From an optimization exercise on the open Yosys and OpenROAD flow, aimed at small area; shortcuts taken in it are not production practice.
The RTL was checked by simulation tests, not by an equivalence proof against the original design.
Power is estimated from default activity; no workload was simulated.

==> flow/design.v (excerpt) <==
module jt6295(
    input                  rst,
    input                  clk,
    input                  cen  ,
    input                  ss,         
    input                  wrn,   
    input         [ 7:0]   din,
    output        [ 7:0]   dout,
    output        [17:0]   rom_addr,
    input         [ 7:0]   rom_data,
    input                  rom_ok,
    output signed [13:0]   sound,
    output                 sample    
);
For scale: about 480 flip-flops, about 63 I/O pins, about 21000 um2 of cells after synthesis.
clock: 10.0 ns
lec_check: 0
cap_margin: 20
core_margin: 2
core_utilization: 40
slew_margin: 20
standard.sh (not shown) runs the stock make flow with config.mk's settings and CLKGATE_MAP_FILE= SYNTH_SCRIPT=/design/flow/synth_recipe.tcl, a recipe that flattens the netlist after the stock synthesis.
==> flow/flow/run.sh <==
#!/bin/bash
# The standard layout, with two changes: the smallest buffer on the ports
# (buf_1), and a clock tree with larger sink clusters and no dummy loads.
set -euo pipefail
bash standard.sh "BUFFER_PORTS_ARGS=-buffer_cell sky130_fd_sc_hd__buf_1" \
  "CTS_ARGS=-sink_clustering_enable -repair_clock_nets -dont_use_dummy_load -sink_clustering_size 27 -sink_clustering_max_diameter 150" \
  finish > standard.log 2>&1
Edit:
--- a/flow/design.v
+++ b/flow/design.v
@@ -8,12 +8,13 @@
     output reg       cen32,       
     output     [2:0] slot,        
     output           adpcm_slot,  
     output     [1:0] ch,          
     output reg       cen_48k
 );
+localparam [7:0] N48=8'd6, D48=8'd125;
 function [19:0] radd(input [19:0] a, input [19:0] b, input ci);
     integer i;
     reg c;
     begin
         c = ci;
         for( i=0; i<20; i=i+1 ) begin
@@ -32,22 +33,21 @@
         rge = c;
     end
 endfunction
 reg  [2:0] base;
 reg  [5:0] cnt;
 wire [2:0] lim = ss ? 3'h3 : 3'h4;
-reg  [6:0] n48;
-wire       hit48 = n48==7'd0  || n48==7'd21 || n48==7'd42 ||
-                   n48==7'd63 || n48==7'd84 || n48==7'd105;
+reg  [7:0] cnt48;
+wire       over48 = rge( cnt48, D48 );
 always @(posedge clk) begin
     if( rst ) begin
-        n48     <= 7'd125;
+        cnt48   <= 8'd0;
         cen_48k <= 1'b0;
     end else begin
-        if(cen) n48 <= &n48[6:2] ? { 6'd0, n48[0] } : radd( n48, 7'd0, 1'b1 );
-        cen_48k <= hit48 && cen;
+        if(cen) cnt48 <= radd( cnt48, over48 ? 8'd137 : N48, 1'b0 );
+        cen_48k <= over48 && cen;
     end
 end
 always @(posedge clk) begin
     if( rst ) begin
         base  <= 3'd0;
         cnt   <= 6'd0;
@@ -261,17 +261,17 @@
         rge = c;
     end
 endfunction
 reg  [75:0] cnt_sh;
 reg  [71:0] stop_sh;
 reg  [15:0] att_sh;
-reg         bt;       
+reg  [ 3:0] busy_sh;
 wire [18:0] cnt      = cnt_sh[75:57];
 wire [17:0] stop_out = stop_sh[71:54];
 wire [ 3:0] att_out  = att_sh[15:12];
-wire        busy_out = bt;
+wire        busy_out = busy_sh[3];
 wire        up_start = start[ch];
 wire        up_stop  = stop[ch];
 wire        update   = up_start | up_stop;
 wire        over     = rge( rom_addr, stop_out );
 wire        cont     = busy_out & ~over;
 wire [18:0] cnt_next = radd( cnt, 20'd0, cont );
@@ -297,18 +297,15 @@
         pipe_en <= busy_out;
     end
 end
 always @(posedge clk) begin
     if( cen4 || rst ) begin
         cnt_sh  <= { cnt_sh[56:0], rst ? 19'd0 : cnt_in };
+        busy_sh <= { busy_sh[2:0], busy_in & ~rst };
     end
 end
-wire [1:0] ch_next = ch + 2'd1;
-always @(posedge clk) begin
-    if( cen4 || rst ) bt <= busy[ch_next] & ~rst;
-end
 always @(posedge clk) begin
     if( cen4 ) begin
         stop_sh   <= { stop_sh[53:0], stop_in };
         att_sh    <= { att_sh[11:0], att_in };
         pipe_data <= rom_nib;
         pipe_att  <= att_out;
@@ -431,13 +428,13 @@
               ov ? {unlim[12],{11{~unlim[12]}}} : unlim[11:0];  
 end
 wire [16:0] s1   = { {5{snd_mul[11]}}, snd_mul };
 wire [16:0] s3   = radd( s1, s1<<1, 1'b0 );
 wire [16:0] m11  = radd( s3, !att_mul[2] ? s1<<3 : 17'd0, 1'b0 );
 wire        pow2 = !att_mul[0];
-wire        mute = att_mul>4'd8 || rst;
+wire        mute = att_mul>4'd8;
 wire [11:0] load = mute ? 12'd0 : pow2 ? snd_mul : m11[15:4];
 wire [ 2:0] sh_load = pow2 ? att_mul[3:1] : { 2'b0, att_mul[1] };
 reg  [ 2:0] sh;
 wire        do_shift = cen32 && slot>=3'd2 && (slot-3'd2) < sh;
 always @(posedge clk) begin
     if( cen ) sh <= sh_load;
@@ -445,18 +442,15 @@
 always @(posedge clk) begin
     if( cen || rst ) snd_sh <= { snd_sh[35:0], snd_new };
 end
 always @(posedge clk, posedge rst) begin
     if(rst) begin
         in_en  <= 1'b0;
+        sound  <= 12'd0;
     end else if(cen) begin
         in_en  <= en;
-    end
-end
-always @(posedge clk) begin
-    if( cen || rst ) begin
         sound  <= load;
     end else if( do_shift ) begin
         sound  <= { sound[11], sound[11:1] };
     end
 end
 always @(posedge clk) begin
@@ -495,19 +489,26 @@
         for( i=0; i<20; i=i+1 )
             c = (a[i]&~b[i]) | (c&~(a[i]^b[i]));
         rge = c;
     end
 endfunction
 reg signed [13:0] acc, sum;
-wire        restart = cen | rst;
-wire [13:0] acc_sum = radd( restart ? 14'd0 : acc, { {2{sound_in[11]}}, sound_in }, 1'b0 );
-always @(posedge clk) begin
-    if( cen4 || rst ) acc <= acc_sum;
+wire [13:0] acc_sum = radd( acc, { {2{sound_in[11]}}, sound_in }, 1'b0 );
+always @(posedge clk, posedge rst) begin
+    if( rst ) begin
+        acc <= 14'd0;
+    end else if(cen4) begin
+        acc <= cen ? { {2{sound_in[11]}}, sound_in } : acc_sum;
+    end
 end
-always @(posedge clk) begin
-    if( cen || rst ) sum <= acc;
+always @(posedge clk, posedge rst) begin
+    if( rst ) begin
+        sum <= 14'd0;
+    end else if(cen) begin
+        sum <= acc;
+    end
 end
 assign sound_out = sum;
 endmodule
 module jt6295(
     input                  rst,
     input                  clk,
Outcome: Setup slack gets worse by 0.11 ns; non-clock buffer count increases by 2; clock power increases slightly; die area increases slightly; power decreases slightly; wire length increases by a few percent.

==> separate check: timing with driven ports <==
In the flow no input, the clock included, has a driving cell. The finished layouts below were timed again as built, in two steps.
Step 1: set_driving_cell puts a clkbuf_16 on clk and a buf_2 on each other input, an assumption about the parent block.
Step 2 times the ports against the registers' clock, not the clock port: input delays grow and output delays shrink by t, the midpoint of the rising clock arrivals with the driver on.
Three values: no drivers, after step 1, after step 2; two values: the first two.
run	t, ns	setup WS [ns]	worst register clock-pin slew, ns
the first run	0.580	1.295 / 1.295 / 1.295	0.10 / 0.10
the second run	0.595	1.182 / 1.182 / 1.182	0.11 / 0.11
After both steps every run listed still meets setup and hold.
